What follows belongs to an exercise in optimizing a design on an open flow for small area; a production flow would make more cautious choices. The RTL was checked by simulation tests, not by an equivalence proof against the original design.

## flow/run.sh

```bash
#!/bin/bash
# Standard ORFS layout (the standard.sh), with the port buffers made from
# the smallest buffer cell and the clock tree built as below.
set -euo pipefail
export BUFFER_PORTS_ARGS="-buffer_cell sky130_fd_sc_hd__buf_1"
export SKIP_REPAIR_TIE_FANOUT=1
export CTS_ARGS="-sink_clustering_enable -repair_clock_nets -dont_use_dummy_load -buf_list {sky130_fd_sc_hd__clkbuf_2 sky130_fd_sc_hd__clkbuf_4} -sink_clustering_size 10 -sink_clustering_max_diameter 40"
bash standard.sh > standard.log 2>&1
```

## standard.sh

```bash
#!/bin/bash
# synth_recipe.tcl (not shown) runs the flow's synth.tcl, then flattens the netlist and writes it again
# the make line also repeats each setting of config.mk as NAME=value (left out here)
make -C /OpenROAD-flow-scripts/flow DESIGN_CONFIG=/design/flow/config.mk WORK_HOME=/design/flow/orfs CLKGATE_MAP_FILE= SYNTH_SCRIPT=/design/flow/synth_recipe.tcl "${@:-finish}"
```

## config.mk

```make
export PLATFORM = sky130hd
export DESIGN_NAME = nonuniform_top_v0
export DESIGN_NICKNAME = nonuniform_top_v0
export VERILOG_FILES = /design/flow/design.v
export SDC_FILE = /design/flow/constraint.sdc
export NUM_CORES = 4
export LEC_CHECK = 0
export ABC_AREA = 1
export CAP_MARGIN = 20
export CORE_MARGIN = 2
export CORE_UTILIZATION = 65
export PLACE_DENSITY = 0.8
export SLEW_MARGIN = 20
export SYNTH_HIERARCHICAL = 1
export SYNTH_MINIMUM_KEEP_SIZE = 0
```

## constraint.sdc

```tcl
create_clock -name core_clock -period 10.0 [get_ports {i_clk}]
set_input_delay 2.0000 -clock core_clock [delete_from_list [all_inputs] [get_ports {i_clk}]]
set_output_delay 2.0000 -clock core_clock [all_outputs]
set_load 0.01 [all_outputs]
```

## design.v

```verilog
module nuc_mul (input [14:0] k, input [15:0] d, output [30:13] p);
wire pp1;
wire pp2;
wire pp3;
wire pp4;
wire pp5;
wire pp6;
wire pp7;
wire pp8;
wire pp9;
wire pp10;
wire pp11;
wire pp12;
wire pp13;
wire pp14;
wire pp15;
wire pp16;
wire pp17;
wire pp18;
wire pp19;
wire pp20;
wire pp21;
wire pp22;
wire pp23;
wire pp24;
wire pp25;
wire pp26;
wire pp27;
wire pp28;
wire pp29;
wire pp30;
wire pp31;
wire pp32;
wire pp33;
wire pp34;
wire pp35;
wire pp36;
wire pp37;
wire pp38;
wire pp39;
wire pp40;
wire pp41;
wire pp42;
wire pp43;
wire pp44;
wire pp45;
wire pp46;
wire pp47;
wire pp48;
wire pp49;
wire pp50;
wire pp51;
wire pp52;
wire pp53;
wire pp54;
wire pp55;
wire pp56;
wire pp57;
wire pp58;
wire pp59;
wire pp60;
wire pp61;
wire pp62;
wire pp63;
wire pp64;
wire pp65;
wire pp66;
wire pp67;
wire pp68;
wire pp69;
wire pp70;
wire pp71;
wire pp72;
wire pp73;
wire pp74;
wire pp75;
wire pp76;
wire pp77;
wire pp78;
wire pp79;
wire pp80;
wire pp81;
wire pp82;
wire pp83;
wire pp84;
wire pp85;
wire pp86;
wire pp87;
wire pp88;
wire pp89;
wire pp90;
wire pp91;
wire pp92;
wire pp93;
wire pp94;
wire pp95;
wire pp96;
wire pp97;
wire pp98;
wire pp99;
wire pp100;
wire pp101;
wire pp102;
wire pp103;
wire pp104;
wire pp105;
wire pp106;
wire pp107;
wire pp108;
wire pp109;
wire pp110;
wire pp111;
wire pp112;
wire pp113;
wire pp114;
wire pp115;
wire pp116;
wire pp117;
wire pp118;
wire pp119;
wire pp120;
wire pp121;
wire pp122;
wire pp123;
wire pp124;
wire pp125;
wire pp126;
wire pp127;
wire pp128;
wire pp129;
wire pp130;
wire pp131;
wire pp132;
wire pp133;
wire pp134;
wire pp135;
wire pp136;
wire pp137;
wire pp138;
wire pp139;
wire pp140;
wire pp141;
wire pp142;
wire pp143;
wire pp144;
wire pp145;
wire pp146;
wire pp147;
wire pp148;
wire pp149;
wire pp150;
wire pp151;
wire pp152;
wire pp153;
wire pp154;
wire pp155;
wire pp156;
wire pp157;
wire pp158;
wire pp159;
wire pp160;
wire pp161;
wire pp162;
wire pp163;
wire pp164;
wire pp165;
wire pp166;
wire pp167;
wire pp168;
wire pp169;
wire pp170;
wire pp171;
wire pp172;
wire pp173;
wire pp174;
wire pp175;
wire pp176;
wire pp177;
wire pp178;
wire pp179;
wire pp180;
wire pp181;
wire pp182;
wire pp183;
wire pp184;
wire pp185;
wire pp186;
wire pp187;
wire pp188;
wire pp189;
wire pp190;
wire pp191;
wire pp192;
wire pp193;
wire pp194;
wire pp195;
wire pp196;
wire pp197;
wire pp198;
wire pp199;
wire pp200;
wire pp201;
wire pp202;
wire pp203;
wire pp204;
wire pp205;
wire pp206;
wire pp207;
wire pp208;
wire pp209;
wire pp210;
wire pp211;
wire pp212;
wire pp213;
wire pp214;
wire pp215;
wire pp216;
wire pp217;
wire pp218;
wire pp219;
wire pp220;
wire pp221;
wire pp222;
wire pp223;
wire pp224;
wire pp225;
wire pp226;
wire pp227;
wire pp228;
wire pp229;
wire pp230;
wire pp231;
wire pp232;
wire pp233;
wire pp234;
wire pp235;
wire pp236;
wire pp237;
wire pp238;
wire pp239;
wire pp240;
wire s241;
wire c242;
wire s243;
wire c244;
wire s245;
wire c246;
wire s247;
wire c248;
wire s249;
wire c250;
wire s251;
wire c252;
wire s253;
wire c254;
wire s255;
wire c256;
wire s257;
wire c258;
wire s259;
wire c260;
wire s261;
wire c262;
wire s263;
wire c264;
wire s265;
wire c266;
wire s267;
wire c268;
wire s269;
wire c270;
wire s271;
wire c272;
wire s273;
wire c274;
wire s275;
wire c276;
wire s277;
wire c278;
wire s279;
wire c280;
wire s281;
wire c282;
wire s283;
wire c284;
wire s285;
wire c286;
wire s287;
wire c288;
wire s289;
wire c290;
wire s291;
wire c292;
wire s293;
wire c294;
wire s295;
wire c296;
wire s297;
wire c298;
wire s299;
wire c300;
wire s301;
wire c302;
wire s303;
wire c304;
wire s305;
wire c306;
wire s307;
wire c308;
wire s309;
wire c310;
wire s311;
wire c312;
wire s313;
wire c314;
wire s315;
wire c316;
wire s317;
wire c318;
wire s319;
wire c320;
wire s321;
wire c322;
wire s323;
wire c324;
wire s325;
wire c326;
wire s327;
wire c328;
wire s329;
wire c330;
wire s331;
wire c332;
wire s333;
wire c334;
wire s335;
wire c336;
wire s337;
wire c338;
wire s339;
wire c340;
wire s341;
wire c342;
wire s343;
wire c344;
wire s345;
wire c346;
wire s347;
wire c348;
wire s349;
wire c350;
wire s351;
wire c352;
wire s353;
wire c354;
wire s355;
wire c356;
wire s357;
wire c358;
wire s359;
wire c360;
wire s361;
wire c362;
wire s363;
wire c364;
wire s365;
wire c366;
wire s367;
wire c368;
wire s369;
wire c370;
wire s371;
wire c372;
wire s373;
wire c374;
wire s375;
wire c376;
wire s377;
wire c378;
wire s379;
wire c380;
wire s381;
wire c382;
wire s383;
wire c384;
wire s385;
wire c386;
wire s387;
wire c388;
wire s389;
wire c390;
wire s391;
wire c392;
wire s393;
wire c394;
wire s395;
wire c396;
wire s397;
wire c398;
wire s399;
wire c400;
wire s401;
wire c402;
wire s403;
wire c404;
wire s405;
wire c406;
wire s407;
wire c408;
wire s409;
wire c410;
wire s411;
wire c412;
wire s413;
wire c414;
wire s415;
wire c416;
wire s417;
wire c418;
wire s419;
wire c420;
wire s421;
wire c422;
wire s423;
wire c424;
wire s425;
wire c426;
wire s427;
wire c428;
wire s429;
wire c430;
wire s431;
wire c432;
wire s433;
wire c434;
wire s435;
wire c436;
wire s437;
wire c438;
wire s439;
wire c440;
wire s441;
wire c442;
wire s443;
wire c444;
wire s445;
wire c446;
wire s447;
wire c448;
wire s449;
wire c450;
wire s451;
wire c452;
wire s453;
wire c454;
wire s455;
wire c456;
wire s457;
wire c458;
wire s459;
wire c460;
wire s461;
wire c462;
wire s463;
wire c464;
wire s465;
wire c466;
wire s467;
wire c468;
wire s469;
wire c470;
wire s471;
wire c472;
wire s473;
wire c474;
wire s475;
wire c476;
wire s477;
wire c478;
wire s479;
wire c480;
wire s481;
wire c482;
wire s483;
wire c484;
wire s485;
wire c486;
wire s487;
wire c488;
wire s489;
wire c490;
wire s491;
wire c492;
wire s493;
wire c494;
wire s495;
wire c496;
wire s497;
wire c498;
wire s499;
wire c500;
wire s501;
wire c502;
wire s503;
wire c504;
wire s505;
wire c506;
wire s507;
wire c508;
wire s509;
wire c510;
wire s511;
wire c512;
wire s513;
wire c514;
wire s515;
wire c516;
wire s517;
wire c518;
wire s519;
wire c520;
wire s521;
wire c522;
wire s523;
wire c524;
wire s525;
wire c526;
wire s527;
wire c528;
wire s529;
wire c530;
wire s531;
wire c532;
wire s533;
wire c534;
wire s535;
wire c536;
wire s537;
wire c538;
wire s539;
wire c540;
wire s541;
wire c542;
wire s543;
wire c544;
wire s545;
wire c546;
wire s547;
wire c548;
wire s549;
wire c550;
wire s551;
wire c552;
wire s553;
wire c554;
wire s555;
wire c556;
wire s557;
wire c558;
wire s559;
wire c560;
wire s561;
wire c562;
wire s563;
wire c564;
wire s565;
wire c566;
wire s567;
wire c568;
wire s569;
wire c570;
wire s571;
wire c572;
wire s573;
wire c574;
wire s575;
wire c576;
wire s577;
wire c578;
wire s579;
wire c580;
wire s581;
wire c582;
wire s583;
wire c584;
wire s585;
wire c586;
wire s587;
wire c588;
wire s589;
wire c590;
wire s591;
wire c592;
wire s593;
wire c594;
wire s595;
wire c596;
wire s597;
wire c598;
wire s599;
wire c600;
wire s601;
wire c602;
wire s603;
wire c604;
wire s605;
wire c606;
wire s607;
wire c608;
wire s609;
wire c610;
wire s611;
wire c612;
wire s613;
wire c614;
wire s615;
wire c616;
wire s617;
wire c618;
wire s619;
wire c620;
wire s621;
wire c622;
wire s623;
wire c624;
wire s625;
wire c626;
wire s627;
wire c628;
wire s629;
wire c630;
wire s631;
wire c632;
assign pp1 = ~(k[0] & d[0]);
assign pp2 = ~(k[0] & d[1]);
assign pp3 = ~(k[0] & d[2]);
assign pp4 = ~(k[0] & d[3]);
assign pp5 = ~(k[0] & d[4]);
assign pp6 = ~(k[0] & d[5]);
assign pp7 = ~(k[0] & d[6]);
assign pp8 = ~(k[0] & d[7]);
assign pp9 = ~(k[0] & d[8]);
assign pp10 = ~(k[0] & d[9]);
assign pp11 = ~(k[0] & d[10]);
assign pp12 = ~(k[0] & d[11]);
assign pp13 = ~(k[0] & d[12]);
assign pp14 = ~(k[0] & d[13]);
assign pp15 = ~(k[0] & d[14]);
assign pp16 = k[0] & d[15];
assign pp17 = ~(k[1] & d[0]);
assign pp18 = ~(k[1] & d[1]);
assign pp19 = ~(k[1] & d[2]);
assign pp20 = ~(k[1] & d[3]);
assign pp21 = ~(k[1] & d[4]);
assign pp22 = ~(k[1] & d[5]);
assign pp23 = ~(k[1] & d[6]);
assign pp24 = ~(k[1] & d[7]);
assign pp25 = ~(k[1] & d[8]);
assign pp26 = ~(k[1] & d[9]);
assign pp27 = ~(k[1] & d[10]);
assign pp28 = ~(k[1] & d[11]);
assign pp29 = ~(k[1] & d[12]);
assign pp30 = ~(k[1] & d[13]);
assign pp31 = ~(k[1] & d[14]);
assign pp32 = k[1] & d[15];
assign pp33 = ~(k[2] & d[0]);
assign pp34 = ~(k[2] & d[1]);
assign pp35 = ~(k[2] & d[2]);
assign pp36 = ~(k[2] & d[3]);
assign pp37 = ~(k[2] & d[4]);
assign pp38 = ~(k[2] & d[5]);
assign pp39 = ~(k[2] & d[6]);
assign pp40 = ~(k[2] & d[7]);
assign pp41 = ~(k[2] & d[8]);
assign pp42 = ~(k[2] & d[9]);
assign pp43 = ~(k[2] & d[10]);
assign pp44 = ~(k[2] & d[11]);
assign pp45 = ~(k[2] & d[12]);
assign pp46 = ~(k[2] & d[13]);
assign pp47 = ~(k[2] & d[14]);
assign pp48 = k[2] & d[15];
assign pp49 = ~(k[3] & d[0]);
assign pp50 = ~(k[3] & d[1]);
assign pp51 = ~(k[3] & d[2]);
assign pp52 = ~(k[3] & d[3]);
assign pp53 = ~(k[3] & d[4]);
assign pp54 = ~(k[3] & d[5]);
assign pp55 = ~(k[3] & d[6]);
assign pp56 = ~(k[3] & d[7]);
assign pp57 = ~(k[3] & d[8]);
assign pp58 = ~(k[3] & d[9]);
assign pp59 = ~(k[3] & d[10]);
assign pp60 = ~(k[3] & d[11]);
assign pp61 = ~(k[3] & d[12]);
assign pp62 = ~(k[3] & d[13]);
assign pp63 = ~(k[3] & d[14]);
assign pp64 = k[3] & d[15];
assign pp65 = ~(k[4] & d[0]);
assign pp66 = ~(k[4] & d[1]);
assign pp67 = ~(k[4] & d[2]);
assign pp68 = ~(k[4] & d[3]);
assign pp69 = ~(k[4] & d[4]);
assign pp70 = ~(k[4] & d[5]);
assign pp71 = ~(k[4] & d[6]);
assign pp72 = ~(k[4] & d[7]);
assign pp73 = ~(k[4] & d[8]);
assign pp74 = ~(k[4] & d[9]);
assign pp75 = ~(k[4] & d[10]);
assign pp76 = ~(k[4] & d[11]);
assign pp77 = ~(k[4] & d[12]);
assign pp78 = ~(k[4] & d[13]);
assign pp79 = ~(k[4] & d[14]);
assign pp80 = k[4] & d[15];
assign pp81 = ~(k[5] & d[0]);
assign pp82 = ~(k[5] & d[1]);
assign pp83 = ~(k[5] & d[2]);
assign pp84 = ~(k[5] & d[3]);
assign pp85 = ~(k[5] & d[4]);
assign pp86 = ~(k[5] & d[5]);
assign pp87 = ~(k[5] & d[6]);
assign pp88 = ~(k[5] & d[7]);
assign pp89 = ~(k[5] & d[8]);
assign pp90 = ~(k[5] & d[9]);
assign pp91 = ~(k[5] & d[10]);
assign pp92 = ~(k[5] & d[11]);
assign pp93 = ~(k[5] & d[12]);
assign pp94 = ~(k[5] & d[13]);
assign pp95 = ~(k[5] & d[14]);
assign pp96 = k[5] & d[15];
assign pp97 = ~(k[6] & d[0]);
assign pp98 = ~(k[6] & d[1]);
assign pp99 = ~(k[6] & d[2]);
assign pp100 = ~(k[6] & d[3]);
assign pp101 = ~(k[6] & d[4]);
assign pp102 = ~(k[6] & d[5]);
assign pp103 = ~(k[6] & d[6]);
assign pp104 = ~(k[6] & d[7]);
assign pp105 = ~(k[6] & d[8]);
assign pp106 = ~(k[6] & d[9]);
assign pp107 = ~(k[6] & d[10]);
assign pp108 = ~(k[6] & d[11]);
assign pp109 = ~(k[6] & d[12]);
assign pp110 = ~(k[6] & d[13]);
assign pp111 = ~(k[6] & d[14]);
assign pp112 = k[6] & d[15];
assign pp113 = ~(k[7] & d[0]);
assign pp114 = ~(k[7] & d[1]);
assign pp115 = ~(k[7] & d[2]);
assign pp116 = ~(k[7] & d[3]);
assign pp117 = ~(k[7] & d[4]);
assign pp118 = ~(k[7] & d[5]);
assign pp119 = ~(k[7] & d[6]);
assign pp120 = ~(k[7] & d[7]);
assign pp121 = ~(k[7] & d[8]);
assign pp122 = ~(k[7] & d[9]);
assign pp123 = ~(k[7] & d[10]);
assign pp124 = ~(k[7] & d[11]);
assign pp125 = ~(k[7] & d[12]);
assign pp126 = ~(k[7] & d[13]);
assign pp127 = ~(k[7] & d[14]);
assign pp128 = k[7] & d[15];
assign pp129 = ~(k[8] & d[0]);
assign pp130 = ~(k[8] & d[1]);
assign pp131 = ~(k[8] & d[2]);
assign pp132 = ~(k[8] & d[3]);
assign pp133 = ~(k[8] & d[4]);
assign pp134 = ~(k[8] & d[5]);
assign pp135 = ~(k[8] & d[6]);
assign pp136 = ~(k[8] & d[7]);
assign pp137 = ~(k[8] & d[8]);
assign pp138 = ~(k[8] & d[9]);
assign pp139 = ~(k[8] & d[10]);
assign pp140 = ~(k[8] & d[11]);
assign pp141 = ~(k[8] & d[12]);
assign pp142 = ~(k[8] & d[13]);
assign pp143 = ~(k[8] & d[14]);
assign pp144 = k[8] & d[15];
assign pp145 = ~(k[9] & d[0]);
assign pp146 = ~(k[9] & d[1]);
assign pp147 = ~(k[9] & d[2]);
assign pp148 = ~(k[9] & d[3]);
assign pp149 = ~(k[9] & d[4]);
assign pp150 = ~(k[9] & d[5]);
assign pp151 = ~(k[9] & d[6]);
assign pp152 = ~(k[9] & d[7]);
assign pp153 = ~(k[9] & d[8]);
assign pp154 = ~(k[9] & d[9]);
assign pp155 = ~(k[9] & d[10]);
assign pp156 = ~(k[9] & d[11]);
assign pp157 = ~(k[9] & d[12]);
assign pp158 = ~(k[9] & d[13]);
assign pp159 = ~(k[9] & d[14]);
assign pp160 = k[9] & d[15];
assign pp161 = ~(k[10] & d[0]);
assign pp162 = ~(k[10] & d[1]);
assign pp163 = ~(k[10] & d[2]);
assign pp164 = ~(k[10] & d[3]);
assign pp165 = ~(k[10] & d[4]);
assign pp166 = ~(k[10] & d[5]);
assign pp167 = ~(k[10] & d[6]);
assign pp168 = ~(k[10] & d[7]);
assign pp169 = ~(k[10] & d[8]);
assign pp170 = ~(k[10] & d[9]);
assign pp171 = ~(k[10] & d[10]);
assign pp172 = ~(k[10] & d[11]);
assign pp173 = ~(k[10] & d[12]);
assign pp174 = ~(k[10] & d[13]);
assign pp175 = ~(k[10] & d[14]);
assign pp176 = k[10] & d[15];
assign pp177 = ~(k[11] & d[0]);
assign pp178 = ~(k[11] & d[1]);
assign pp179 = ~(k[11] & d[2]);
assign pp180 = ~(k[11] & d[3]);
assign pp181 = ~(k[11] & d[4]);
assign pp182 = ~(k[11] & d[5]);
assign pp183 = ~(k[11] & d[6]);
assign pp184 = ~(k[11] & d[7]);
assign pp185 = ~(k[11] & d[8]);
assign pp186 = ~(k[11] & d[9]);
assign pp187 = ~(k[11] & d[10]);
assign pp188 = ~(k[11] & d[11]);
assign pp189 = ~(k[11] & d[12]);
assign pp190 = ~(k[11] & d[13]);
assign pp191 = ~(k[11] & d[14]);
assign pp192 = k[11] & d[15];
assign pp193 = ~(k[12] & d[0]);
assign pp194 = ~(k[12] & d[1]);
assign pp195 = ~(k[12] & d[2]);
assign pp196 = ~(k[12] & d[3]);
assign pp197 = ~(k[12] & d[4]);
assign pp198 = ~(k[12] & d[5]);
assign pp199 = ~(k[12] & d[6]);
assign pp200 = ~(k[12] & d[7]);
assign pp201 = ~(k[12] & d[8]);
assign pp202 = ~(k[12] & d[9]);
assign pp203 = ~(k[12] & d[10]);
assign pp204 = ~(k[12] & d[11]);
assign pp205 = ~(k[12] & d[12]);
assign pp206 = ~(k[12] & d[13]);
assign pp207 = ~(k[12] & d[14]);
assign pp208 = k[12] & d[15];
assign pp209 = ~(k[13] & d[0]);
assign pp210 = ~(k[13] & d[1]);
assign pp211 = ~(k[13] & d[2]);
assign pp212 = ~(k[13] & d[3]);
assign pp213 = ~(k[13] & d[4]);
assign pp214 = ~(k[13] & d[5]);
assign pp215 = ~(k[13] & d[6]);
assign pp216 = ~(k[13] & d[7]);
assign pp217 = ~(k[13] & d[8]);
assign pp218 = ~(k[13] & d[9]);
assign pp219 = ~(k[13] & d[10]);
assign pp220 = ~(k[13] & d[11]);
assign pp221 = ~(k[13] & d[12]);
assign pp222 = ~(k[13] & d[13]);
assign pp223 = ~(k[13] & d[14]);
assign pp224 = k[13] & d[15];
assign pp225 = ~(k[14] & d[0]);
assign pp226 = ~(k[14] & d[1]);
assign pp227 = ~(k[14] & d[2]);
assign pp228 = ~(k[14] & d[3]);
assign pp229 = ~(k[14] & d[4]);
assign pp230 = ~(k[14] & d[5]);
assign pp231 = ~(k[14] & d[6]);
assign pp232 = ~(k[14] & d[7]);
assign pp233 = ~(k[14] & d[8]);
assign pp234 = ~(k[14] & d[9]);
assign pp235 = ~(k[14] & d[10]);
assign pp236 = ~(k[14] & d[11]);
assign pp237 = ~(k[14] & d[12]);
assign pp238 = ~(k[14] & d[13]);
assign pp239 = ~(k[14] & d[14]);
assign pp240 = k[14] & d[15];
nuc_fa u242 (pp14, pp29, 1'b1, s241, c242);
nuc_fa u244 (pp15, pp30, pp45, s243, c244);
nuc_fa u246 (pp60, pp75, 1'b1, s245, c246);
nuc_fa u248 (pp16, pp31, pp46, s247, c248);
nuc_fa u250 (pp61, pp76, pp91, s249, c250);
nuc_fa u252 (pp106, pp121, 1'b1, s251, c252);
nuc_fa u254 (pp32, pp47, pp62, s253, c254);
nuc_fa u256 (pp77, pp92, pp107, s255, c256);
nuc_fa u258 (pp48, pp63, pp78, s257, c258);
nuc_fa u260 (pp10, pp25, 1'b1, s259, c260);
nuc_fa u262 (pp11, pp26, pp41, s261, c262);
nuc_fa u264 (pp56, pp71, 1'b1, s263, c264);
nuc_fa u266 (pp12, pp27, pp42, s265, c266);
nuc_fa u268 (pp57, pp72, pp87, s267, c268);
nuc_fa u270 (pp102, pp117, 1'b1, s269, c270);
nuc_fa u272 (pp13, pp28, pp43, s271, c272);
nuc_fa u274 (pp58, pp73, pp88, s273, c274);
nuc_fa u276 (pp103, pp118, pp133, s275, c276);
nuc_fa u278 (pp148, pp163, 1'b1, s277, c278);
nuc_fa u280 (s241, pp44, pp59, s279, c280);
nuc_fa u282 (pp74, pp89, pp104, s281, c282);
nuc_fa u284 (pp119, pp134, pp149, s283, c284);
nuc_fa u286 (pp164, pp179, pp194, s285, c286);
nuc_fa u288 (s243, s245, pp90, s287, c288);
nuc_fa u290 (pp105, pp120, pp135, s289, c290);
nuc_fa u292 (pp150, pp165, pp180, s291, c292);
nuc_fa u294 (pp195, pp210, pp225, s293, c294);
nuc_fa u296 (s247, s249, s251, s295, c296);
nuc_fa u298 (pp136, pp151, pp166, s297, c298);
nuc_fa u300 (pp181, pp196, pp211, s299, c300);
nuc_fa u302 (pp226, 1'b0, c244, s301, c302);
nuc_fa u304 (s253, s255, pp122, s303, c304);
nuc_fa u306 (pp137, pp152, pp167, s305, c306);
nuc_fa u308 (pp182, pp197, pp212, s307, c308);
nuc_fa u310 (pp227, c248, c250, s309, c310);
nuc_fa u312 (s257, pp93, pp108, s311, c312);
nuc_fa u314 (pp123, pp138, pp153, s313, c314);
nuc_fa u316 (pp168, pp183, pp198, s315, c316);
nuc_fa u318 (pp213, pp228, c254, s317, c318);
nuc_fa u320 (pp64, pp79, pp94, s319, c320);
nuc_fa u322 (pp109, pp124, pp139, s321, c322);
nuc_fa u324 (pp154, pp169, pp184, s323, c324);
nuc_fa u326 (pp199, pp214, pp229, s325, c326);
nuc_fa u328 (pp80, pp95, pp110, s327, c328);
nuc_fa u330 (pp125, pp140, pp155, s329, c330);
nuc_fa u332 (pp170, pp185, pp200, s331, c332);
nuc_fa u334 (pp96, pp111, pp126, s333, c334);
nuc_fa u336 (pp141, pp156, pp171, s335, c336);
nuc_fa u338 (pp112, pp127, pp142, s337, c338);
nuc_fa u340 (pp7, pp22, 1'b1, s339, c340);
nuc_fa u342 (pp8, pp23, pp38, s341, c342);
nuc_fa u344 (pp53, pp68, 1'b1, s343, c344);
nuc_fa u346 (pp9, pp24, pp39, s345, c346);
nuc_fa u348 (pp54, pp69, pp84, s347, c348);
nuc_fa u350 (pp99, pp114, 1'b1, s349, c350);
nuc_fa u352 (s259, pp40, pp55, s351, c352);
nuc_fa u354 (pp70, pp85, pp100, s353, c354);
nuc_fa u356 (pp115, pp130, pp145, s355, c356);
nuc_fa u358 (s261, s263, pp86, s357, c358);
nuc_fa u360 (pp101, pp116, pp131, s359, c360);
nuc_fa u362 (pp146, pp161, c260, s361, c362);
nuc_fa u364 (s265, s267, s269, s363, c364);
nuc_fa u366 (pp132, pp147, pp162, s365, c366);
nuc_fa u368 (pp177, c262, c264, s367, c368);
nuc_fa u370 (s271, s273, s275, s369, c370);
nuc_fa u372 (s277, pp178, pp193, s371, c372);
nuc_fa u374 (c266, c268, c270, s373, c374);
nuc_fa u376 (s279, s281, s283, s375, c376);
nuc_fa u378 (s285, pp209, c272, s377, c378);
nuc_fa u380 (c274, c276, c278, s379, c380);
nuc_fa u382 (s287, s289, s291, s381, c382);
nuc_fa u384 (s293, c242, c280, s383, c384);
nuc_fa u386 (c282, c284, c286, s385, c386);
nuc_fa u388 (s295, s297, s299, s387, c388);
nuc_fa u390 (s301, c246, c288, s389, c390);
nuc_fa u392 (c290, c292, c294, s391, c392);
nuc_fa u394 (s303, s305, s307, s393, c394);
nuc_fa u396 (s309, c252, c296, s395, c396);
nuc_fa u398 (c298, c300, c302, s397, c398);
nuc_fa u400 (s311, s313, s315, s399, c400);
nuc_fa u402 (s317, c256, c304, s401, c402);
nuc_fa u404 (c306, c308, c310, s403, c404);
nuc_fa u406 (s319, s321, s323, s405, c406);
nuc_fa u408 (s325, c258, c312, s407, c408);
nuc_fa u410 (c314, c316, c318, s409, c410);
nuc_fa u412 (s327, s329, s331, s411, c412);
nuc_fa u414 (pp215, pp230, c320, s413, c414);
nuc_fa u416 (c322, c324, c326, s415, c416);
nuc_fa u418 (s333, s335, pp186, s417, c418);
nuc_fa u420 (pp201, pp216, pp231, s419, c420);
nuc_fa u422 (c328, c330, c332, s421, c422);
nuc_fa u424 (s337, pp157, pp172, s423, c424);
nuc_fa u426 (pp187, pp202, pp217, s425, c426);
nuc_fa u428 (pp232, c334, c336, s427, c428);
nuc_fa u430 (pp128, pp143, pp158, s429, c430);
nuc_fa u432 (pp173, pp188, pp203, s431, c432);
nuc_fa u434 (pp218, pp233, c338, s433, c434);
nuc_fa u436 (pp144, pp159, pp174, s435, c436);
nuc_fa u438 (pp189, pp204, pp219, s437, c438);
nuc_fa u440 (pp160, pp175, pp190, s439, c440);
nuc_fa u442 (pp5, pp20, 1'b1, s441, c442);
nuc_fa u444 (pp6, pp21, pp36, s443, c444);
nuc_fa u446 (pp51, pp66, 1'b1, s445, c446);
nuc_fa u448 (s339, pp37, pp52, s447, c448);
nuc_fa u450 (pp67, pp82, pp97, s449, c450);
nuc_fa u452 (s341, s343, pp83, s451, c452);
nuc_fa u454 (pp98, pp113, c340, s453, c454);
nuc_fa u456 (s345, s347, s349, s455, c456);
nuc_fa u458 (pp129, c342, c344, s457, c458);
nuc_fa u460 (s351, s353, s355, s459, c460);
nuc_fa u462 (c346, c348, c350, s461, c462);
nuc_fa u464 (s357, s359, s361, s463, c464);
nuc_fa u466 (c352, c354, c356, s465, c466);
nuc_fa u468 (s363, s365, s367, s467, c468);
nuc_fa u470 (c358, c360, c362, s469, c470);
nuc_fa u472 (s369, s371, s373, s471, c472);
nuc_fa u474 (c364, c366, c368, s473, c474);
nuc_fa u476 (s375, s377, s379, s475, c476);
nuc_fa u478 (c370, c372, c374, s477, c478);
nuc_fa u480 (s381, s383, s385, s479, c480);
nuc_fa u482 (c376, c378, c380, s481, c482);
nuc_fa u484 (s387, s389, s391, s483, c484);
nuc_fa u486 (c382, c384, c386, s485, c486);
nuc_fa u488 (s393, s395, s397, s487, c488);
nuc_fa u490 (c388, c390, c392, s489, c490);
nuc_fa u492 (s399, s401, s403, s491, c492);
nuc_fa u494 (c394, c396, c398, s493, c494);
nuc_fa u496 (s405, s407, s409, s495, c496);
nuc_fa u498 (c400, c402, c404, s497, c498);
nuc_fa u500 (s411, s413, s415, s499, c500);
nuc_fa u502 (c406, c408, c410, s501, c502);
nuc_fa u504 (s417, s419, s421, s503, c504);
nuc_fa u506 (c412, c414, c416, s505, c506);
nuc_fa u508 (s423, s425, s427, s507, c508);
nuc_fa u510 (c418, c420, c422, s509, c510);
nuc_fa u512 (s429, s431, s433, s511, c512);
nuc_fa u514 (c424, c426, c428, s513, c514);
nuc_fa u516 (s435, s437, pp234, s515, c516);
nuc_fa u518 (c430, c432, c434, s517, c518);
nuc_fa u520 (s439, pp205, pp220, s519, c520);
nuc_fa u522 (pp235, c436, c438, s521, c522);
nuc_fa u524 (pp176, pp191, pp206, s523, c524);
nuc_fa u526 (pp221, pp236, c440, s525, c526);
nuc_fa u528 (pp192, pp207, pp222, s527, c528);
nuc_fa u530 (pp4, pp19, 1'b1, s529, c530);
nuc_fa u532 (s441, pp35, pp50, s531, c532);
nuc_fa u534 (s443, s445, pp81, s533, c534);
nuc_fa u536 (s447, s449, c444, s535, c536);
nuc_fa u538 (s451, s453, c448, s537, c538);
nuc_fa u540 (s455, s457, c452, s539, c540);
nuc_fa u542 (s459, s461, c456, s541, c542);
nuc_fa u544 (s463, s465, c460, s543, c544);
nuc_fa u546 (s467, s469, c464, s545, c546);
nuc_fa u548 (s471, s473, c468, s547, c548);
nuc_fa u550 (s475, s477, c472, s549, c550);
nuc_fa u552 (s479, s481, c476, s551, c552);
nuc_fa u554 (s483, s485, c480, s553, c554);
nuc_fa u556 (s487, s489, c484, s555, c556);
nuc_fa u558 (s491, s493, c488, s557, c558);
nuc_fa u560 (s495, s497, c492, s559, c560);
nuc_fa u562 (s499, s501, c496, s561, c562);
nuc_fa u564 (s503, s505, c500, s563, c564);
nuc_fa u566 (s507, s509, c504, s565, c566);
nuc_fa u568 (s511, s513, c508, s567, c568);
nuc_fa u570 (s515, s517, c512, s569, c570);
nuc_fa u572 (s519, s521, c516, s571, c572);
nuc_fa u574 (s523, s525, c520, s573, c574);
nuc_fa u576 (s527, pp237, c524, s575, c576);
nuc_fa u578 (pp208, pp223, pp238, s577, c578);
nuc_fa u580 (pp3, pp18, 1'b1, s579, c580);
nuc_fa u582 (s529, pp34, pp49, s581, c582);
nuc_fa u584 (s531, pp65, c530, s583, c584);
nuc_fa u586 (s533, c442, c532, s585, c586);
nuc_fa u588 (s535, c446, c534, s587, c588);
nuc_fa u590 (s537, c450, c536, s589, c590);
nuc_fa u592 (s539, c454, c538, s591, c592);
nuc_fa u594 (s541, c458, c540, s593, c594);
nuc_fa u596 (s543, c462, c542, s595, c596);
nuc_fa u598 (s545, c466, c544, s597, c598);
nuc_fa u600 (s547, c470, c546, s599, c600);
nuc_fa u602 (s549, c474, c548, s601, c602);
nuc_fa u604 (s551, c478, c550, s603, c604);
nuc_fa u606 (s553, c482, c552, s605, c606);
nuc_fa u608 (s555, c486, c554, s607, c608);
nuc_fa u610 (s557, c490, c556, s609, c610);
nuc_fa u612 (s559, c494, c558, s611, c612);
nuc_fa u614 (s561, c498, c560, s613, c614);
nuc_fa u616 (s563, c502, c562, s615, c616);
nuc_fa u618 (s565, c506, c564, s617, c618);
nuc_fa u620 (s567, c510, c566, s619, c620);
nuc_fa u622 (s569, c514, c568, s621, c622);
nuc_fa u624 (s571, c518, c570, s623, c624);
nuc_fa u626 (s573, c522, c572, s625, c626);
nuc_fa u628 (s575, c526, c574, s627, c628);
nuc_fa u630 (s577, c528, c576, s629, c630);
nuc_fa u632 (pp224, pp239, c578, s631, c632);
wire [30:0] ra = {1'b0, pp240, s631, s629, s627, s625, s623, s621, s619, s617, s615, s613, s611, s609, s607, s605, s603, s601, s599, s597, s595, s593, s591, s589, s587, s585, s583, s581, s579, pp2, pp1};
wire [30:0] rb = {1'b1, c632, c630, c628, c626, c624, c622, c620, c618, c616, c614, c612, c610, c608, c606, c604, c602, c600, c598, c596, c594, c592, c590, c588, c586, c584, c582, c580, pp33, pp17, 1'b1};
wire [13:0] lc;
assign lc[0] = 1'b1;
nuc_maj m0 (ra[0], rb[0], lc[0], lc[1]);
nuc_maj m1 (ra[1], rb[1], lc[1], lc[2]);
nuc_maj m2 (ra[2], rb[2], lc[2], lc[3]);
nuc_maj m3 (ra[3], rb[3], lc[3], lc[4]);
nuc_maj m4 (ra[4], rb[4], lc[4], lc[5]);
nuc_maj m5 (ra[5], rb[5], lc[5], lc[6]);
nuc_maj m6 (ra[6], rb[6], lc[6], lc[7]);
nuc_maj m7 (ra[7], rb[7], lc[7], lc[8]);
nuc_maj m8 (ra[8], rb[8], lc[8], lc[9]);
nuc_maj m9 (ra[9], rb[9], lc[9], lc[10]);
nuc_maj m10 (ra[10], rb[10], lc[10], lc[11]);
nuc_maj m11 (ra[11], rb[11], lc[11], lc[12]);
nuc_maj m12 (ra[12], rb[12], lc[12], lc[13]);
wire [17:0] hg = ra[30:13] & rb[30:13];
wire [17:0] hp = ra[30:13] ^ rb[30:13];
wire bg1 = hg[1] | (hp[1] & hg[0]);
wire bp1 = hp[1] & hp[0];
wire bg2 = hg[3] | (hp[3] & hg[2]);
wire bp2 = hp[3] & hp[2];
wire bg3 = hg[5] | (hp[5] & hg[4]);
wire bp3 = hp[5] & hp[4];
wire bg4 = hg[7] | (hp[7] & hg[6]);
wire bp4 = hp[7] & hp[6];
wire bg5 = hg[9] | (hp[9] & hg[8]);
wire bp5 = hp[9] & hp[8];
wire bg6 = hg[11] | (hp[11] & hg[10]);
wire bp6 = hp[11] & hp[10];
wire bg7 = hg[13] | (hp[13] & hg[12]);
wire bp7 = hp[13] & hp[12];
wire bg8 = hg[15] | (hp[15] & hg[14]);
wire bp8 = hp[15] & hp[14];
wire bg9 = bg2 | (bp2 & bg1);
wire bp9 = bp2 & bp1;
wire bg10 = bg4 | (bp4 & bg3);
wire bp10 = bp4 & bp3;
wire bg11 = bg6 | (bp6 & bg5);
wire bp11 = bp6 & bp5;
wire bg12 = bg8 | (bp8 & bg7);
wire bp12 = bp8 & bp7;
wire bg13 = bg10 | (bp10 & bg9);
wire bp13 = bp10 & bp9;
wire bg14 = bg12 | (bp12 & bg11);
wire bp14 = bp12 & bp11;
wire bg15 = bg14 | (bp14 & bg13);
wire bp15 = bp14 & bp13;
wire bg16 = bg11 | (bp11 & bg13);
wire bp16 = bp11 & bp13;
wire bg17 = bg3 | (bp3 & bg9);
wire bp17 = bp3 & bp9;
wire bg18 = bg5 | (bp5 & bg13);
wire bp18 = bp5 & bp13;
wire bg19 = bg7 | (bp7 & bg16);
wire bp19 = bp7 & bp16;
wire bg20 = hg[2] | (hp[2] & bg1);
wire bp20 = hp[2] & bp1;
wire bg21 = hg[4] | (hp[4] & bg9);
wire bp21 = hp[4] & bp9;
wire bg22 = hg[6] | (hp[6] & bg17);
wire bp22 = hp[6] & bp17;
wire bg23 = hg[8] | (hp[8] & bg13);
wire bp23 = hp[8] & bp13;
wire bg24 = hg[10] | (hp[10] & bg18);
wire bp24 = hp[10] & bp18;
wire bg25 = hg[12] | (hp[12] & bg16);
wire bp25 = hp[12] & bp16;
wire bg26 = hg[14] | (hp[14] & bg19);
wire bp26 = hp[14] & bp19;
wire bg27 = hg[16] | (hp[16] & bg15);
wire bp27 = hp[16] & bp15;
wire [17:0] hc;
assign hc[0] = lc[13];
assign hc[1] = hg[0] | (hp[0] & lc[13]);
assign hc[2] = bg1 | (bp1 & lc[13]);
assign hc[3] = bg20 | (bp20 & lc[13]);
assign hc[4] = bg9 | (bp9 & lc[13]);
assign hc[5] = bg21 | (bp21 & lc[13]);
assign hc[6] = bg17 | (bp17 & lc[13]);
assign hc[7] = bg22 | (bp22 & lc[13]);
assign hc[8] = bg13 | (bp13 & lc[13]);
assign hc[9] = bg23 | (bp23 & lc[13]);
assign hc[10] = bg18 | (bp18 & lc[13]);
assign hc[11] = bg24 | (bp24 & lc[13]);
assign hc[12] = bg16 | (bp16 & lc[13]);
assign hc[13] = bg25 | (bp25 & lc[13]);
assign hc[14] = bg19 | (bp19 & lc[13]);
assign hc[15] = bg26 | (bp26 & lc[13]);
assign hc[16] = bg15 | (bp15 & lc[13]);
assign hc[17] = bg27 | (bp27 & lc[13]);
assign p = ~(hp ^ hc);
endmodule
module nuc_maj (input a, input b, input c, output y);
assign y = (a & b) | (a & c) | (b & c);
endmodule
module nuc_fa (input a, input b, input c, output s, output co);
assign s = a ^ b ^ c;
assign co = (a & b) | (a & c) | (b & c);
endmodule
`timescale 1ns / 1ps
module nonuniform_top_v0 #(
    parameter IMAGE_WIDE_LENGTH = 256    ,
    parameter IMAGE_HIGH_LENGTH = 192    ,
    parameter ADDRS_DW          = 21     ,
    parameter DW                = 16
) (
    input                               i_rst_n                 ,
    input                               i_clk                   ,
    input   [DW-1:0]                    i_data                  ,
    input                               i_hs                    ,
    input                               i_vs                    ,
    input   [3:0]                       i_clac_b_mean_num       ,
    input                               i_clac_b_en             ,
    input   [ADDRS_DW-1:0]              i_b_addrs               ,
    output                              o_clac_b_done           ,
    input   [3:0]                       i_data_sel              ,
    input   [ADDRS_DW-1:0]              i_k_addrs               ,
    input                               i_init_k_load           ,
    output                              o_bp_type               ,
    output  [DW-1:0]                    o_data                  ,
    output  [DW-1:0]                    o_calc_b_mean_data      ,
    output  [DW-1:0]                    o_center_y16_data       ,
    output  [DW-1:0]                    o_sub_aver_y16          ,
    output                              o_hs                    ,
    output                              o_vs                    ,
    output                              o_mem_wr_start          ,
    output   [ADDRS_DW-1:0]             o_mem_wr_addrs          ,
    output   [ADDRS_DW-1:0]             o_mem_wr_lengths        ,
    output   [DW-1:0]                   o_mem_wr_data           ,
    output                              o_mem_wr_data_vld       ,
    output                              o_mem_rd0_start         ,
    output   [ADDRS_DW-1:0]             o_mem_rd0_addrs         ,
    output   [ADDRS_DW-1:0]             o_mem_rd0_lengths       ,
    input    [DW-1:0]                   i_mem_rd0_data          ,
    output                              o_mem_rd0_data_req      ,
    output                              o_mem_rd1_start         ,
    output   [ADDRS_DW-1:0]             o_mem_rd1_addrs         ,
    output   [ADDRS_DW-1:0]             o_mem_rd1_lengths       ,
    input    [DW-1:0]                   i_mem_rd1_data          ,
    output                              o_mem_rd1_data_req
);
localparam IMAGE_LENGTH = IMAGE_WIDE_LENGTH * IMAGE_HIGH_LENGTH;
genvar gi;
reg     [12:0]  vsd;
reg     [10:0]  hsd;
always @(posedge i_clk) begin
    vsd <= {vsd[11:0], i_vs};
    hsd <= {hsd[9:0], i_hs};
end
assign o_vs = vsd[10];
assign o_hs = hsd[10];
wire    pix_vld   = i_hs & i_vs;
wire    frame_end = vsd[12] & ~vsd[11];
assign o_mem_rd0_data_req = pix_vld;
assign o_mem_rd1_data_req = pix_vld;
assign o_mem_rd0_addrs    = i_b_addrs;
assign o_mem_wr_addrs     = i_b_addrs;
assign o_mem_rd1_addrs    = i_k_addrs;
assign o_mem_rd0_lengths  = IMAGE_LENGTH;
assign o_mem_rd1_lengths  = IMAGE_LENGTH;
assign o_mem_wr_lengths   = IMAGE_LENGTH;
reg             rd_start;
reg     [1:0]   sel;             
reg             init_k_load;
always @(posedge i_clk) begin
    rd_start <= frame_end;
    if (frame_end) begin
        case (i_data_sel)
        4'b0010: sel <= 2'd1;
        4'b0100: sel <= 2'd2;
        4'b1000: sel <= 2'd3;
        default: sel <= 2'd0;
        endcase
        init_k_load <= i_init_k_load;
    end
end
assign o_mem_rd1_start = rd_start;
reg             calc_en;         
reg     [DW-1:0] data_dly;
always @(posedge i_clk) begin
    data_dly <= i_data;
end
wire    [DW-1:0]    b_word  = calc_en ? 16'd1 : i_mem_rd0_data;
wire    [14:0]      k_word  = init_k_load ? 15'd8192 : i_mem_rd1_data[14:0];
wire    [DW-1:0]    x_sub_b = data_dly - b_word;
wire    [30:13]     prod;        
nuc_mul mul_inst (.k(k_word), .d(x_sub_b), .p(prod));
reg     [DW-1:0]    raw_word;
always @(*) begin
    case (sel)
    2'd1:    raw_word = data_dly;
    2'd2:    raw_word = b_word;
    default: raw_word = {1'b0, k_word};
    endcase
end
function [15:0] sat16;
    input [17:0] p;
    reg          pos, neg;
    begin
        pos   = !p[17] && (p[16] | p[15]);
        neg   =  p[17] && !(p[16] & p[15]);
        sat16 = {neg | (p[15] & !pos), {15{pos}} | (p[14:0] & {15{!neg}})};
    end
endfunction
wire    [DW-1:0]    y16 = sat16(prod);
reg     [DW-1:0]    pipe [0:9];
reg     [9:0]       bp_pipe;
integer i;
always @(posedge i_clk) begin
    pipe[0] <= (sel == 2'd0) ? y16 : raw_word;
    for (i = 1; i < 10; i = i + 1)
        pipe[i] <= pipe[i-1];
    bp_pipe <= {bp_pipe[8:0], i_mem_rd1_data[DW-1]};
end
assign o_data    = pipe[9];
assign o_bp_type = bp_pipe[9];
localparam CENTER_NUM = (IMAGE_HIGH_LENGTH / 2 - 1) * IMAGE_WIDE_LENGTH + IMAGE_WIDE_LENGTH / 2 - 1;
reg     [14:0]  pcnt;
wire    [14:0]  pcnt_inc;
wire    [15:0]  pcnt_c;
assign pcnt_c[0] = 1'b1;
generate
    for (gi = 0; gi < 15; gi = gi + 1) begin : g_pcnt
        nuc_ha u_ha (.a(pcnt[gi]), .b(pcnt_c[gi]), .s(pcnt_inc[gi]), .co(pcnt_c[gi+1]));
    end
endgenerate
always @(posedge i_clk) begin
    if (!i_vs)
        pcnt <= 15'd0;
    else if (i_hs && !(pcnt[14] & pcnt[13]))
        pcnt <= pcnt_inc;
end
wire    center_in = pix_vld && (pcnt == CENTER_NUM);
reg     [3:0]       ccnt;        
reg     [DW-1:0]    center_y16;
reg     [DW-1:0]    center_out;
always @(posedge i_clk) begin
    if (center_in)
        ccnt <= 4'd10;
    else if (ccnt != 4'd0)
        ccnt <= ccnt - 1'b1;
    if (ccnt == 4'd10)
        center_y16 <= y16;
    if (ccnt == 4'd1)
        center_out <= center_y16;
end
assign o_center_y16_data = center_out;
reg     [1:0]   calc_en_dly;
reg             calc_sync;
reg             calc_done;
wire            vs_fall = vsd[1] & ~vsd[0];
wire            vs_rise = ~vsd[1] & vsd[0];
always @(posedge i_clk or negedge i_rst_n) begin
    if (!i_rst_n) begin
        calc_en_dly <= 2'b00;
        calc_sync   <= 1'b0;
        calc_en     <= 1'b0;
    end
    else begin
        calc_en_dly <= {calc_en_dly[0], i_clac_b_en};
        if (vs_fall && calc_sync)
            calc_sync <= 1'b0;
        else if ((calc_en_dly == 2'b01) && !calc_sync)
            calc_sync <= 1'b1;
        if (calc_en && calc_done)
            calc_en <= 1'b0;
        else if (vs_fall && calc_sync)
            calc_en <= 1'b1;
    end
end
reg     [7:0]   start_cnt;
reg     [5:0]   fcnt;
reg             wr_start;
reg             mean_en;
reg             calc_en_d;       
reg     [1:0]   round_d;         
always @(posedge i_clk) begin
    if (!calc_en)
        start_cnt <= 8'h0f;
    else if (i_vs)
        start_cnt <= 8'h00;
    else if (start_cnt != 8'hFF)
        start_cnt <= start_cnt + 8'h01;
    wr_start <= (start_cnt == 8'hF0);
    if (!calc_en)
        fcnt <= 6'd0;
    else if (start_cnt == 8'h0A)
        fcnt <= fcnt + 6'd1;
    case (i_clac_b_mean_num)
    4'b0001: calc_done <= (start_cnt == 8'h0A) && (fcnt > 6'd2 );
    4'b0010: calc_done <= (start_cnt == 8'h0A) && (fcnt > 6'd6 );
    4'b1000: calc_done <= (start_cnt == 8'h0A) && (fcnt > 6'd30);
    default: calc_done <= (start_cnt == 8'h0A) && (fcnt > 6'd14);
    endcase
    if (fcnt == 6'd0)
        mean_en <= 1'b0;
    else if (wr_start) begin
        case (i_clac_b_mean_num)
        4'b0001: if (fcnt == 6'd3 ) mean_en <= 1'b1;
        4'b0010: if (fcnt == 6'd7 ) mean_en <= 1'b1;
        4'b1000: if (fcnt == 6'd3 ) mean_en <= 1'b1;
        default: if (fcnt == 6'd15) mean_en <= 1'b1;
        endcase
    end
    calc_en_d <= calc_en;
    case (i_clac_b_mean_num)
    4'b0001: round_d <= 2'd0;
    4'b0010: round_d <= 2'd1;
    4'b1000: round_d <= 2'd3;
    default: round_d <= 2'd2;
    endcase
end
assign o_clac_b_done   = calc_done;
assign o_mem_wr_start  = wr_start;
assign o_mem_rd0_start = calc_en ? wr_start : rd_start;
reg     [1:0]   sh_c;            
always @(*) begin
    case (i_clac_b_mean_num)
    4'b0001: sh_c = 2'd0;
    4'b0010: sh_c = 2'd1;
    4'b1000: sh_c = 2'd3;
    default: sh_c = 2'd2;
    endcase
end
reg     [13:0]  x_sh;
always @(*) begin
    case (sh_c)
    2'd0:    x_sh = data_dly[15:2];
    2'd1:    x_sh = {1'b0, data_dly[15:3]};
    2'd2:    x_sh = {2'b0, data_dly[15:4]};
    default: x_sh = {3'b0, data_dly[15:5]};
    endcase
end
reg             drop_c;
integer         bi;
always @(*) begin
    drop_c = 1'b1;
    for (bi = 1; bi <= 4; bi = bi + 1)
        if ((bi >= round_d + 1) && (bi <= sh_c + 1) && !data_dly[bi])
            drop_c = 1'b0;
end
wire    [2:0]   t_add;
assign t_add[0] = calc_en_d & ((round_d <= sh_c) ? drop_c : ({1'b0, round_d} == {1'b0, sh_c} + 3'd1));
assign t_add[1] = calc_en_d & ({1'b0, round_d} == {1'b0, sh_c} + 3'd2);
assign t_add[2] = calc_en_d & ({1'b0, round_d} == {1'b0, sh_c} + 3'd3);
wire    [13:0]  a_in = x_sh & {14{calc_en_d}};
wire    [13:0]  a_sum;
wire    [14:0]  a_c;
assign a_c[0] = t_add[0];
generate
    for (gi = 0; gi < 14; gi = gi + 1) begin : g_inc
        if (gi == 1 || gi == 2) begin : g_t
            nuc_ha u_ha (.a(a_in[gi]), .b(a_c[gi] | t_add[gi]), .s(a_sum[gi]), .co(a_c[gi+1]));
        end
        else begin : g_n
            nuc_ha u_ha (.a(a_in[gi]), .b(a_c[gi]), .s(a_sum[gi]), .co(a_c[gi+1]));
        end
    end
endgenerate
wire    [DW-1:0] rd_word = (fcnt == 6'd0) ? 16'd0 : calc_en ? i_mem_rd0_data : 16'd1;
wire    [DW-1:0] add_a   = {1'b0, a_c[14], a_sum};
wire    [DW-1:0] wr_nx;
wire    [DW:0]   wr_c;
assign wr_c[0] = 1'b0;
generate
    for (gi = 0; gi < DW; gi = gi + 1) begin : g_wr
        nuc_fa u_fa (.a(add_a[gi]), .b(rd_word[gi]), .c(wr_c[gi]), .s(wr_nx[gi]), .co(wr_c[gi+1]));
    end
endgenerate
reg     [DW-1:0]    wr_data;
always @(posedge i_clk) begin
    wr_data <= wr_nx;
end
assign o_mem_wr_data     = wr_data;
assign o_mem_wr_data_vld = hsd[1] & vsd[1];
reg     [31:0]  data_sum;
wire    [31:0]  data_sum_nx;
wire    [32:0]  sum_c;
wire            sum_en = mean_en & o_mem_wr_data_vld;
assign sum_c[0] = 1'b0;
wire    [15:0]  hi_ones;         
assign hi_ones[0] = 1'b1;
generate
    for (gi = 0; gi < 32; gi = gi + 1) begin : g_sum
        if (gi < DW) begin : g_fa
            nuc_fa u_fa (.a(data_sum[gi]), .b(wr_data[gi] & sum_en), .c(sum_c[gi]), .s(data_sum_nx[gi]), .co(sum_c[gi+1]));
        end
        else begin : g_inc
            if (gi > DW) begin : g_ones
                assign hi_ones[gi-DW] = hi_ones[gi-DW-1] & data_sum[gi-1];
            end
            assign data_sum_nx[gi] = data_sum[gi] ^ (sum_c[DW] & hi_ones[gi-DW]);
        end
    end
endgenerate
always @(posedge i_clk) begin
    if (vs_rise && calc_en)
        data_sum <= 32'd0;
    else
        data_sum <= data_sum_nx;     
end
localparam D_IDLE = 2'd0, D_S1 = 2'd1, D_S2 = 2'd2, D_S3 = 2'd3;
reg     [1:0]   dstate;
reg     [4:0]   dcnt;
reg     [1:0]   drem;
reg     [16:0]  dsh;
reg             dvld;
reg     [DW-1:0] mean;
wire    [2:0]   dtrial = {drem, dsh[16]};
wire            dq     = (dtrial >= 3'd3);
wire            dstart = (dstate == D_IDLE) && calc_done;
always @(posedge i_clk) begin
    if (!i_rst_n)
        dstate <= D_IDLE;
    else begin
        case (dstate)
        D_IDLE: if (calc_done) dstate <= D_S1;
        D_S1:   dstate <= D_S2;
        D_S2:   dstate <= (dcnt == 5'd0) ? D_S3 : D_S1;
        default: dstate <= D_IDLE;
        endcase
    end
end
always @(posedge i_clk) begin
    if (dstart)
        dcnt <= 5'd31;
    else if (dstate == D_S2)
        dcnt <= dcnt - 1'b1;
    if (dstart) begin
        drem <= {1'b0, data_sum[31]};
        dsh  <= data_sum[30:14];
    end
    else if ((dstate == D_S2) && (dcnt[4] | (dcnt[3:0] == 4'hF))) begin
        drem <= dq ? (dtrial - 3'd3) : dtrial[1:0];
        dsh  <= {dsh[15:0], dq};
    end
    dvld <= (dstate == D_S3);
    if (dvld)
        mean <= dsh[15:0];
end
assign o_calc_b_mean_data = mean;
wire    [DW:0]  sub_c;
assign sub_c[0] = 1'b1;
generate
    for (gi = 0; gi < DW; gi = gi + 1) begin : g_sub
        nuc_fa u_fa (.a(center_out[gi]), .b(~mean[gi]), .c(sub_c[gi]), .s(o_sub_aver_y16[gi]), .co(sub_c[gi+1]));
    end
endgenerate
endmodule
module nuc_ha (input a, input b, output s, output co);
assign s  = a ^ b;
assign co = a & b;
endmodule
```

==> results.txt <==
[per-module statistics from Yosys (local to each module, per instance)]
module             times used  flip-flops and latches  cells inside
nonuniform_top_v0           1                     380          1367
nuc_mul                     1                       0           426
nuc_maj                    13                       0             4
nuc_fa                    244                       0             1
nuc_ha                     29                       0             1
[worst max-delay path: cells and delay by family]
family	cells	cell delay [ns]
adders and majority gates	18	7.14
and+or+nand+nor	6	0.59
AOI/OAI and AO/OA	3	0.40
buffers and inverters	2	0.20
[per-stage QoR]
step	setup WS, ns	hold WS (ns)	TNS (ns)
6_report	0.192	0.284	0
5_1_grt	-0.0681	0.276	-0.0681
4_1_cts	0.122	0.283	0
3_5_place_dp	-0.465	0.312	-0.533
3_3_place_gp	-0.204	0.310	-0.204
2_1_floorplan	0.0625	0.310	0
[registers in the layout (all words and copies together) (netlist names), 4 cells and up]
signal / count
pipe: 160
data_sum: 32
dsh: 17
center_out: 16
center_y16: 16
data_dly: 16
mean: 16
wr_data: 16
pcnt: 15
vsd: 13
hsd: 11
bp_pipe: 10
start_cnt: 8
fcnt: 6
dcnt: 5
ccnt: 4
[area by class of cell]
| cell class | count | area, um2 |
|---|---|---|
| fillers | 2408 | 10100 |
| inverters | 234 | 878 |
| well taps | 402 | 503 |
| flip-flops and latches | 380 | 8320 |
| repair buffers | 203 | 971 |
| diodes | 1 | 2.50 |
| clock buffers | 47 | 353 |
| multi-input cells | 1297 | 10600 |
[layout by cell type (no fill, tap or decap), types with 47 or more instances in the layout]
| cell | n |
|---|---|
| sky130_fd_sc_hd__fa_1 | 244 |
| sky130_fd_sc_hd__edfxtp_1 | 69 |
| sky130_fd_sc_hd__clkbuf_4 | 47 |
| sky130_fd_sc_hd__dfxtp_1 | 307 |
| sky130_fd_sc_hd__ha_1 | 81 |
| sky130_fd_sc_hd__buf_4 | 51 |
| sky130_fd_sc_hd__inv_1 | 233 |
| sky130_fd_sc_hd__o21ai_0 | 100 |
| sky130_fd_sc_hd__nand2_1 | 481 |
| sky130_fd_sc_hd__a21oi_1 | 54 |
| sky130_fd_sc_hd__nor2_1 | 113 |
| sky130_fd_sc_hd__buf_1 | 150 |
[cells by family (layout without fill, tap and decap cells)]
family / Yosys count / count (layout) / synth area share (%)
AO/OA/AOI/OAI: 228 / 228 / 6.42
adder cells (fa/ha/maj): 327 / 327 / 28.2
buffers and inverters: 441 / 484 / 10.2
XOR/XNOR: 33 / 33 / 1.37
AND/OR/NAND/NOR: 705 / 705 / 14.2
other: 4 / 5 / 0.0713
flip-flops: 380 / 380 / 39.5
[final timing paths]
path | from | to | cells past startpoint
max in group asynchronous | i_rst_n | calc_en$_DFFE_PN0P_ | 1
setup reg to reg | vsd[1]$_DFF_P_ | data_sum[30]$_SDFF_PP0_ | 30
setup / recovery | i_clac_b_mean_num[1] | wr_data[15]$_DFF_P_ | 29
min in group asynchronous | i_rst_n | calc_en_dly[0]$_DFF_PN0_ | 1
hold / removal | pipe[0][5]$_DFF_P_ | pipe[1][5]$_DFF_P_ | 0
hold reg to reg | pipe[0][5]$_DFF_P_ | pipe[1][5]$_DFF_P_ | 0
[metal layers]
| layer | GRT usage, % | share of wire [%] | wire, um | vias up |
|---|---|---|---|---|
| met5 | 0 | 0.028 | 13 | - |
| met4 | 10.9 | 3.4 | 1570 | 2 |
| met3 | 6.66 | 9.5 | 4390 | 149 |
| met2 | 46.3 | 48 | 22000 | 720 |
| met1 | 36.2 | 40 | 18300 | 6953 |
| li1 | - | - | - | 6579 |
==> impl_metrics.prom <==
# TYPE chip_impl_metric gauge
chip_impl_info{name="rsz0062_at_grt",value="yes"} 1
chip_impl_metric{name="worst_skew_pair.late_latency",unit="ns"} 0.67
chip_impl_info{name="crit_top_cell",value="sky130_fd_sc_hd__fa_1"} 1
chip_impl_metric{name="cts_setup_buffers",unit=""} 0
chip_impl_metric{name="detail_route.first_pass.iterations",unit=""} 6
chip_impl_metric{name="grt_antenna_before_repair",unit=""} 2
chip_impl_info{name="cts_tree",value="yes"} 1
chip_impl_metric{name="finalHoldViolCount",unit=""} 0
chip_impl_metric{name="grt_pass1_wl",unit="mm"} 74.2
chip_impl_info{name="cp-start-kind",value="primary input"} 1
chip_impl_info{name="synth_most_common_cell",value="sky130_fd_sc_hd__nand2_1"} 1
chip_impl_metric{name="yosysWarningCount",unit=""} 8
chip_impl_metric{name="route.final.wire_length",unit="mm"} 46.4
chip_impl_metric{name="largest_net_degree_at_the_start_of_global_routing",unit=""} 61
chip_impl_metric{name="worst_slew_margin_rel",unit="%"} 37.1
chip_impl_metric{name="synth_nets",unit=""} 2549
chip_impl_metric{name="io_buffers",unit=""} 151
chip_impl_metric{name="fmax",unit="MHz"} 102
chip_impl_metric{name="io_pins",unit=""} 320
chip_impl_info{name="outcome",value="no timing/DRC/antenna violations"} 1
chip_impl_metric{name="grt.overflow.total",unit=""} 0
chip_impl_metric{name="finish.net_count",unit=""} 2594
chip_impl_metric{name="antenna_left",unit=""} 0
chip_impl_metric{name="drive_above_1_share",unit="%"} 7.31
chip_impl_metric{name="post_layout_nonfiller_instances",unit=""} 2564
chip_impl_metric{name="yosysUniqueCellTypes",unit=""} 51
chip_impl_metric{name="synthesis.instances",unit=""} 2118
chip_impl_info{name="setup.worst_path.class",value="in2reg"} 1
chip_impl_metric{name="post_cts_resized",unit=""} 0
chip_impl_metric{name="worst_setup_hold_path_clk_slew",unit="ns"} 0.10
chip_impl_metric{name="maxCapViolCount",unit=""} 0
chip_impl_metric{name="cts_buffers",unit=""} 47
chip_impl_info{name="clock_tree.root_cell",value="sky130_fd_sc_hd__clkbuf_4"} 1
chip_impl_metric{name="worstPathRequired",unit="ns"} 10.52
chip_impl_metric{name="routedWlPerCell",unit="um"} 18.1
chip_impl_metric{name="synth_async_sr_flop_share",unit="%"} 1.05
chip_impl_metric{name="synthesized_area_divided_by_synthesized_cell_count",unit="um2"} 9.93
chip_impl_metric{name="drt_iter0_drc",unit=""} 1157
chip_impl_metric{name="via_per_inst",unit=""} 5.62
chip_impl_metric{name="final_cell_area",unit="um2"} 21700
chip_impl_metric{name="min_period",unit="ns"} 9.81
chip_impl_metric{name="core_outline_area",unit="um2"} 31700
chip_impl_info{name="ys_dominant_reg_cell",value="sky130_fd_sc_hd__dfxtp_1"} 1
chip_impl_metric{name="placedCellCount",unit=""} 2516
chip_impl_info{name="critPathCaptureType",value="register"} 1
chip_impl_metric{name="critical_path_peak_fanout",unit=""} 2
chip_impl_metric{name="cts-root-to-sink-buffers",unit=""} 3
chip_impl_metric{name="worst_path_largest_cell_delay",unit="ns"} 0.45
chip_impl_metric{name="post-dp-hpwl",unit="mm"} 35.4
chip_impl_metric{name="timing_worst_slew_pin_value",unit="ns"} 0.939
chip_impl_metric{name="timing.final.max_slew_violations",unit=""} 0
chip_impl_metric{name="final_core_util",unit="%"} 68.3
chip_impl_metric{name="cts-htree-levels",unit=""} 2
chip_impl_metric{name="setup_viol",unit=""} 0
chip_impl_metric{name="syn-cell-area",unit="um2"} 21000
chip_impl_metric{name="grt_pass1_vias",unit=""} 14600
chip_impl_metric{name="synth_edf_count",unit=""} 69
chip_impl_metric{name="chipHeight",unit="um"} 184
chip_impl_metric{name="setup.reg_to_reg.worst_slack",unit="ns"} 1.57
chip_impl_metric{name="finalCritPeriodShare",unit="%"} 98.1
chip_impl_info{name="synth_largest_area_cell",value="sky130_fd_sc_hd__dfxtp_1"} 1
chip_impl_metric{name="crit_arrival",unit="ns"} 10.33
chip_impl_info{name="largest_cells_by_area_after_synthesis",value="sky130_fd_sc_hd__dfxtp_1 (29%), sky130_fd_sc_hd__fa_1 (23%), sky130_fd_sc_hd__edfxtp_1 (9.8%), sky130_fd_sc_hd__nand2_1 (8.6%), sky130_fd_sc_hd__ha_1 (4.8%)"} 1
chip_impl_metric{name="synth-seq-cells",unit=""} 380
chip_impl_metric{name="die_width",unit="um"} 184
chip_impl_info{name="cp_slowest_cell",value="sky130_fd_sc_hd__fa_1"} 1
chip_impl_info{name="holdCritPathClass",value="reg2reg"} 1
chip_impl_metric{name="yosysTopAreaCellShare",unit="%"} 29.2
chip_impl_metric{name="vias",unit=""} 14400
chip_impl_metric{name="instance_area_after_placement",unit="um2"} 21300
chip_impl_metric{name="globalplace.congestion",unit=""} 0.906
chip_impl_metric{name="floorplan.initialDensity",unit="%"} 66.3
chip_impl_metric{name="synthToLayoutAreaGrowth",unit="%"} 2.93
chip_impl_metric{name="total_grt_usage",unit="%"} 28.1
chip_impl_info{name="synth_common_cells",value="sky130_fd_sc_hd__nand2_1 (482), sky130_fd_sc_hd__dfxtp_1 (307), sky130_fd_sc_hd__fa_1 (246), sky130_fd_sc_hd__inv_1 (233), sky130_fd_sc_hd__buf_4 (128)"} 1
chip_impl_metric{name="drt_drc_violations_left",unit=""} 0
chip_impl_metric{name="post_cts_hold_fix_bufs",unit=""} 0
chip_impl_metric{name="rows",unit=""} 65
chip_impl_metric{name="fp.dieArea",unit="um2"} 33800
chip_impl_metric{name="cts_sinks",unit=""} 380
chip_impl_metric{name="final.setup_skew",unit="ns"} 0.0805
chip_impl_metric{name="synth.yosys.seq_area_share",unit="%"} 39.5

[static timing again, ports no longer ideal]
Ports are ideal in the flow. The routed layout listed here was re-timed in OpenROAD. Step 1, drivers: a clkbuf_16 drives i_clk and a buf_2 each remaining input, both assumed. Step 2 also shifts input and output timing later by t, the mid clock arrival at the registers, as if the neighbouring blocks saw the same clock. Three values: no drivers, after step 1, after step 2; two values: the first two.
t (ns): 0.668
slack for setup (ns): 0.192 / 0.174 / -0.459
worst setup path at the end: input to register
worst register clock-pin slew, ns: 0.10 / 0.10
worst slew at a driven data input, ns: 0.13
With both steps, setup timing fails in this run, where it was met with ideal ports. For this run, drivers alone change the setup slack by -0.018 ns; drivers and shift together by -0.651 ns.
